Context: an optimization exercise on an open-source flow, tuned for small area. The choices shown serve that exercise and are no tape-out recipe. Only simulation tests tie the RTL to the original design; equivalence was not proved.

==> inputs of run K <==
Design chen_cordic, start of the top module:
module chen_cordic #(
    parameter ROTATE_TYPE = "ROTATE",
    parameter DATABITS = 17,
    parameter ITERATIONS = 16
)(
    input clk,
    input rst_n,
    input Validin,
    input signed [DATABITS-1:0] Xin,
    input signed [DATABITS-1:0] Yin,
    input signed [17:0] Ain,
    output Validout,
    output signed [DATABITS-1:0] Xout,
    output signed [DATABITS-1:0] Yout,
    output signed [17:0] Aout
);
==> flow/config.mk <==
export PLATFORM = sky130hd
export DESIGN_NAME = chen_cordic
export DESIGN_NICKNAME = chen_cordic
export VERILOG_FILES = /design/flow/design.v
export SDC_FILE = /design/flow/constraint.sdc
export NUM_CORES = 4
export LEC_CHECK = 0
export CAP_MARGIN = 20
export CORE_MARGIN = 2
export CORE_UTILIZATION = 70
export CTS_BUF_LIST = sky130_fd_sc_hd__clkbuf_8
export CTS_CLUSTER_DIAMETER = 70
export CTS_CLUSTER_SIZE = 18
export SLEW_MARGIN = 20
export SYNTH_HIERARCHICAL = 1
export SYNTH_MINIMUM_KEEP_SIZE = 0
==> flow/constraint.sdc <==
create_clock -name core_clock -period 6.5 [get_ports {clk}]
set_input_delay 1.3000 -clock core_clock [delete_from_list [all_inputs] [get_ports {clk}]]
set_output_delay 1.3000 -clock core_clock [all_outputs]
set_load 0.01 [all_outputs]
standard.sh (not shown) runs the stock make flow with config.mk's settings and CLKGATE_MAP_FILE= SYNTH_SCRIPT=/design/flow/synth_recipe.tcl, a recipe that flattens the netlist after the stock synthesis.
==> flow/flow/run.sh <==
#!/bin/bash
# The standard layout (the standard.sh, all steps), with one change: the buffer that
# placement puts on every input and output port is a plain sky130_fd_sc_hd__buf_1 instead of
# the cell buffer_ports picks by itself (a 10 um2 delay buffer). Every port still gets its buffer.
set -euo pipefail
export BUFFER_PORTS_ARGS="-buffer_cell sky130_fd_sc_hd__buf_1"
bash standard.sh > standard.log 2>&1
==> run X: changes against run K <==
--- a/flow/config.mk
+++ b/flow/config.mk
@@ -8,9 +8,9 @@
 export CAP_MARGIN = 20
 export CORE_MARGIN = 2
 export CORE_UTILIZATION = 70
-export CTS_BUF_LIST = sky130_fd_sc_hd__clkbuf_8
-export CTS_CLUSTER_DIAMETER = 70
-export CTS_CLUSTER_SIZE = 18
+export CTS_BUF_LIST = sky130_fd_sc_hd__clkbuf_16
+export CTS_CLUSTER_DIAMETER = 80
+export CTS_CLUSTER_SIZE = 36
 export SLEW_MARGIN = 20
 export SYNTH_HIERARCHICAL = 1
 export SYNTH_MINIMUM_KEEP_SIZE = 0
==> notes.md <==
                                                                                run X                    run K
Status                                                        complete, no violations  complete, no violations
Required time at the endpoint of the critical path                            7.00 ns                  7.04 ns
Worst rel slew slack                                                            0.419                    0.426
Proportion of layout cells with a drive suffix above 1                         0.0661                   0.0629
Sum of met2 wire segment lengths after detailed routing                      30300 um                 29900 um
Start point of the critical path                                           r10_n966_s                r5_n579_s
Slew at the pin with the worst max-slew slack                                0.870 ns                 0.861 ns
Fin Hold WS                                                                  0.322 ns                 0.332 ns
Root Driver                                                                 clkbuf_16                 clkbuf_8
Routed wl met3                                                                1250 um                  1460 um
Share of the cycle needed by the critical path after routing                    0.979                    0.979
Area of the multi-input gates                                             21600 sq um              21600 sq um
Fraction of met2 tracks used by global routing                                  0.452                    0.444
Setup slack of the critical path after layout                                0.139 ns                 0.139 ns
Area share of buffers outside the clock network                                0.0235                   0.0232
Launch point of the worst reg-to-reg path                                  r10_n966_s                r5_n579_s


==> 09-15 <==
Starting RTL as in the previous note.
==> flow/config.mk <==
export PLATFORM = sky130hd
export DESIGN_NAME = chen_cordic
export DESIGN_NICKNAME = chen_cordic
export VERILOG_FILES = /design/flow/design.v
export SDC_FILE = /design/flow/constraint.sdc
export NUM_CORES = 4
export LEC_CHECK = 0
export CAP_MARGIN = 20
export CORE_MARGIN = 2
export CORE_UTILIZATION = 70
export CTS_BUF_LIST = sky130_fd_sc_hd__clkbuf_8
export CTS_CLUSTER_DIAMETER = 60
export CTS_CLUSTER_SIZE = 20
export SLEW_MARGIN = 20
export SYNTH_HIERARCHICAL = 1
export SYNTH_MINIMUM_KEEP_SIZE = 0
==> flow/constraint.sdc <==
create_clock -name core_clock -period 6.5 [get_ports {clk}]
set_input_delay 1.3000 -clock core_clock [delete_from_list [all_inputs] [get_ports {clk}]]
set_output_delay 1.3000 -clock core_clock [all_outputs]
set_load 0.01 [all_outputs]
Scripts as last shown in full above: flow/flow/run.sh
==> 04-12: changes against 09-15 <==
--- a/flow/config.mk
+++ b/flow/config.mk
@@ -10,5 +10,5 @@
 export CORE_UTILIZATION = 70
-export CTS_BUF_LIST = sky130_fd_sc_hd__clkbuf_8
-export CTS_CLUSTER_DIAMETER = 60
-export CTS_CLUSTER_SIZE = 20
+export CTS_BUF_LIST = sky130_fd_sc_hd__clkbuf_4
+export CTS_CLUSTER_DIAMETER = 40
+export CTS_CLUSTER_SIZE = 10
 export SLEW_MARGIN = 20
==> comparison table <==
metric                                                  04-12       09-15
Total inserted antenna cells                                4           1
Growth of design area from synthesis to finish          7.28%       6.19%
CTS buffer count                                           84          41
Global-route wire length before repair              96,900 um   95,700 um
Global-route usage over all layers                      0.245       0.241
Relative slew margins                                   0.463       0.460
Maximum single-stage delay on the critical path        620 ps      570 ps
Worst Setup EP                                      r6_n693_s   r6_n669_s
H-tree depth                                                3           2
Vias in the first global route                         20,214      19,797
Result of the run                    timing/DRC/antenna clean  timing/DRC/antenna clean
Worst clock skew                                      61.3 ps     29.1 ps
Number of nets in the layout                            3,564       3,522
Final min period                                      6330 ps     6360 ps
Clock Pin Slew Worst Setup and Hold Paths              110 ps      120 ps
Flip-flop and latch share of the layout cell area       0.306       0.309


==> build 34: inputs <==
chen_cordic, a different RTL version from the one above (not shown whole).
export LEC_CHECK = 0
export CAP_MARGIN = 20
export CORE_MARGIN = 2
export CORE_UTILIZATION = 82
export CTS_BUF_LIST = sky130_fd_sc_hd__clkbuf_8
export CTS_CLUSTER_DIAMETER = 60
export CTS_CLUSTER_SIZE = 20
export SLEW_MARGIN = 20
export SYNTH_HIERARCHICAL = 1
export SYNTH_MINIMUM_KEEP_SIZE = 0
create_clock -name core_clock -period 6.5 [get_ports {clk}]
Scripts as last shown in full above: flow/flow/run.sh
==> trial 10: changes against build 34 <==
--- a/flow/config.mk
+++ b/flow/config.mk
@@ -8,5 +8,5 @@
 export CAP_MARGIN = 20
 export CORE_MARGIN = 2
-export CORE_UTILIZATION = 82
+export CORE_UTILIZATION = 40
 export CTS_BUF_LIST = sky130_fd_sc_hd__clkbuf_8
 export CTS_CLUSTER_DIAMETER = 60
==> trial 15: changes against build 34 <==
--- a/flow/config.mk
+++ b/flow/config.mk
@@ -8,5 +8,5 @@
 export CAP_MARGIN = 20
 export CORE_MARGIN = 2
-export CORE_UTILIZATION = 82
+export CORE_UTILIZATION = 55
 export CTS_BUF_LIST = sky130_fd_sc_hd__clkbuf_8
 export CTS_CLUSTER_DIAMETER = 60
==> comparison table <==
Run status: trial 10 complete, no violations; trial 15 complete, no violations; build 34 complete, but fails checks
Violated checks: trial 10 -; trial 15 -; build 34 setup timing
Post-placement cell count: trial 10 3573; trial 15 3276; build 34 2969
Final critical-path share of the clock period: trial 10 0.9745; trial 15 0.9727; build 34 1.010
Fmax achieved: trial 10 0.1579 GHz; trial 15 0.1582 GHz; build 34 0.1523 GHz
Routed WL: trial 10 56490 um; trial 15 58830 um; build 34 67440 um
Critical register-to-register path endpoint: trial 10 r9_n841_c; trial 15 r13_n1250_s; build 34 r7_n716_s
Critical path arrival: trial 10 6.91 ns; trial 15 6.86 ns; build 34 7.12 ns
Number of antenna cells inserted: trial 10 2; trial 15 1; build 34 0
Number of detailed-routing iterations run before antenna repair: trial 10 4; trial 15 4; build 34 5
Highest net fanout along the worst path: trial 10 2; trial 15 3; build 34 2
Hold slack: trial 10 0.2943 ns; trial 15 0.3362 ns; build 34 0.3027 ns
Min cycle time layout: trial 10 6.335 ns; trial 15 6.322 ns; build 34 6.565 ns
Final standard cell count with taps included and fillers excluded: trial 10 3693; trial 15 3369; build 34 3044
Vias in the first global route: trial 10 19091; trial 15 19001; build 34 20182
Largest stage delay, worst path: trial 10 0.49 ns; trial 15 0.55 ns; build 34 0.65 ns


==> v17: inputs <==
Another version of the RTL of chen_cordic (not shown whole).
## chen_cordic
module chen_cordic #(
    parameter ROTATE_TYPE = "ROTATE",
    parameter DATABITS = 17,
    parameter ITERATIONS = 16
)(
    input clk,
    input rst_n,
    input Validin,
    input signed [DATABITS-1:0] Xin,
    input signed [DATABITS-1:0] Yin,
    input signed [17:0] Ain,
    output Validout,
    output signed [DATABITS-1:0] Xout,
    output signed [DATABITS-1:0] Yout,
    output signed [17:0] Aout
);
Settings: LEC_CHECK=0, CAP_MARGIN=20, CORE_MARGIN=2, CORE_UTILIZATION=40, CTS_BUF_LIST=sky130_fd_sc_hd__clkbuf_8, CTS_CLUSTER_DIAMETER=50, CTS_CLUSTER_SIZE=16, SLEW_MARGIN=20, SYNTH_HIERARCHICAL=1, SYNTH_MINIMUM_KEEP_SIZE=0; clock period 6.5 ns.
run.sh (not shown) runs the stock make flow with config.mk's settings and CLKGATE_MAP_FILE= SYNTH_SCRIPT=/design/flow/synth_recipe.tcl, a recipe that flattens the netlist after the stock synthesis.
Stock flow here: none of the scripts above is used.
==> inputs of v30, as changes to v17 <==
CTS_BUF_LIST = sky130_fd_sc_hd__clkbuf_4 sky130_fd_sc_hd__clkbuf_8   (was sky130_fd_sc_hd__clkbuf_8)
CTS_CLUSTER_DIAMETER = 40   (was 50)
CTS_CLUSTER_SIZE = 12   (was 16)
==> inputs of v2, as changes to v17 <==
CTS_CLUSTER_DIAMETER = 40   (was 50)
CTS_CLUSTER_SIZE = 20   (was 16)
==> notes.md <==
outcome -> timing/DRC/antenna clean
multi-input combinational cell area -> 20700 sq um
total track usage -> 13.62%
Metal-1 WL -> 23940 um
Starting DRT DRC Count -> 510
-- figures above: v2

==> notes.md <==
outcome -> timing/DRC/antenna clean
most frequent cells in the layout -> 710 x dfxtp_1, 623 x fa_1, 246 x xnor2_1, 199 x xor2_1, 136 x ha_1
family with the most delay on the worst path -> adder cells
Metal-1 WL -> 24220 um
total track usage -> 13.59%
Starting DRT DRC Count -> 530
-- figures above: v17

==> notes.md <==
Starting DRT DRC Count -> 622
multi-input combinational cell area -> 20700 sq um
final instance area -> 40530 sq um
total track usage -> 13.60%
Metal-1 WL -> 23950 um
outcome -> timing/DRC/antenna clean
-- figures above: v30

-- afterwards: timing with drivers on the ports --
How much do the figures lean on ideal ports? The routed layouts below were timed once more, with nothing changed but the port constraints.
Step 1, drivers: a clkbuf_16 drives clk and a buf_2 each remaining input, both assumed.
Step 2 times the ports against the registers' clock, not the clock port: input delays grow and output delays shrink by t, the midpoint of the rising clock arrivals with the driver on.
a / b / c = ideal ports / drivers / drivers and shift; a / b = the first two.
| run | t, ns | setup WS [ns] | worst setup path at the end | slew at the worst register clock pin (ns) |
|---|---|---|---|---|
| run K | 0.693 | 0.139 / 0.139 / 0.139 | register to register | 0.12 / 0.12 |
| run X | 0.662 | 0.139 / 0.139 / 0.139 | register to register | 0.12 / 0.12 |
| 09-15 | 0.696 | 0.138 / 0.138 / 0.138 | register to register | 0.12 / 0.12 |
| 04-12 | 0.876 | 0.173 / 0.173 / 0.158 | input to register | 0.11 / 0.11 |
| build 34 | 0.698 | -0.065 / -0.065 / -0.065 | register to register | 0.12 / 0.12 |
| trial 10 | 0.744 | 0.165 / 0.165 / 0.165 | register to register | 0.11 / 0.11 |
| trial 15 | 0.708 | 0.178 / 0.178 / 0.178 | register to register | 0.12 / 0.12 |
| v17 | 0.752 | 0.170 / 0.170 / 0.170 | register to register | 0.10 / 0.10 |
| v30 | 0.758 | 0.182 / 0.182 / 0.182 | register to register | 0.08 / 0.08 |
| v2 | 0.755 | 0.181 / 0.181 / 0.181 | register to register | 0.09 / 0.09 |
For 04-12, which loses most, drivers alone change the setup slack by 0.000 ns; drivers and shift together by -0.015 ns.
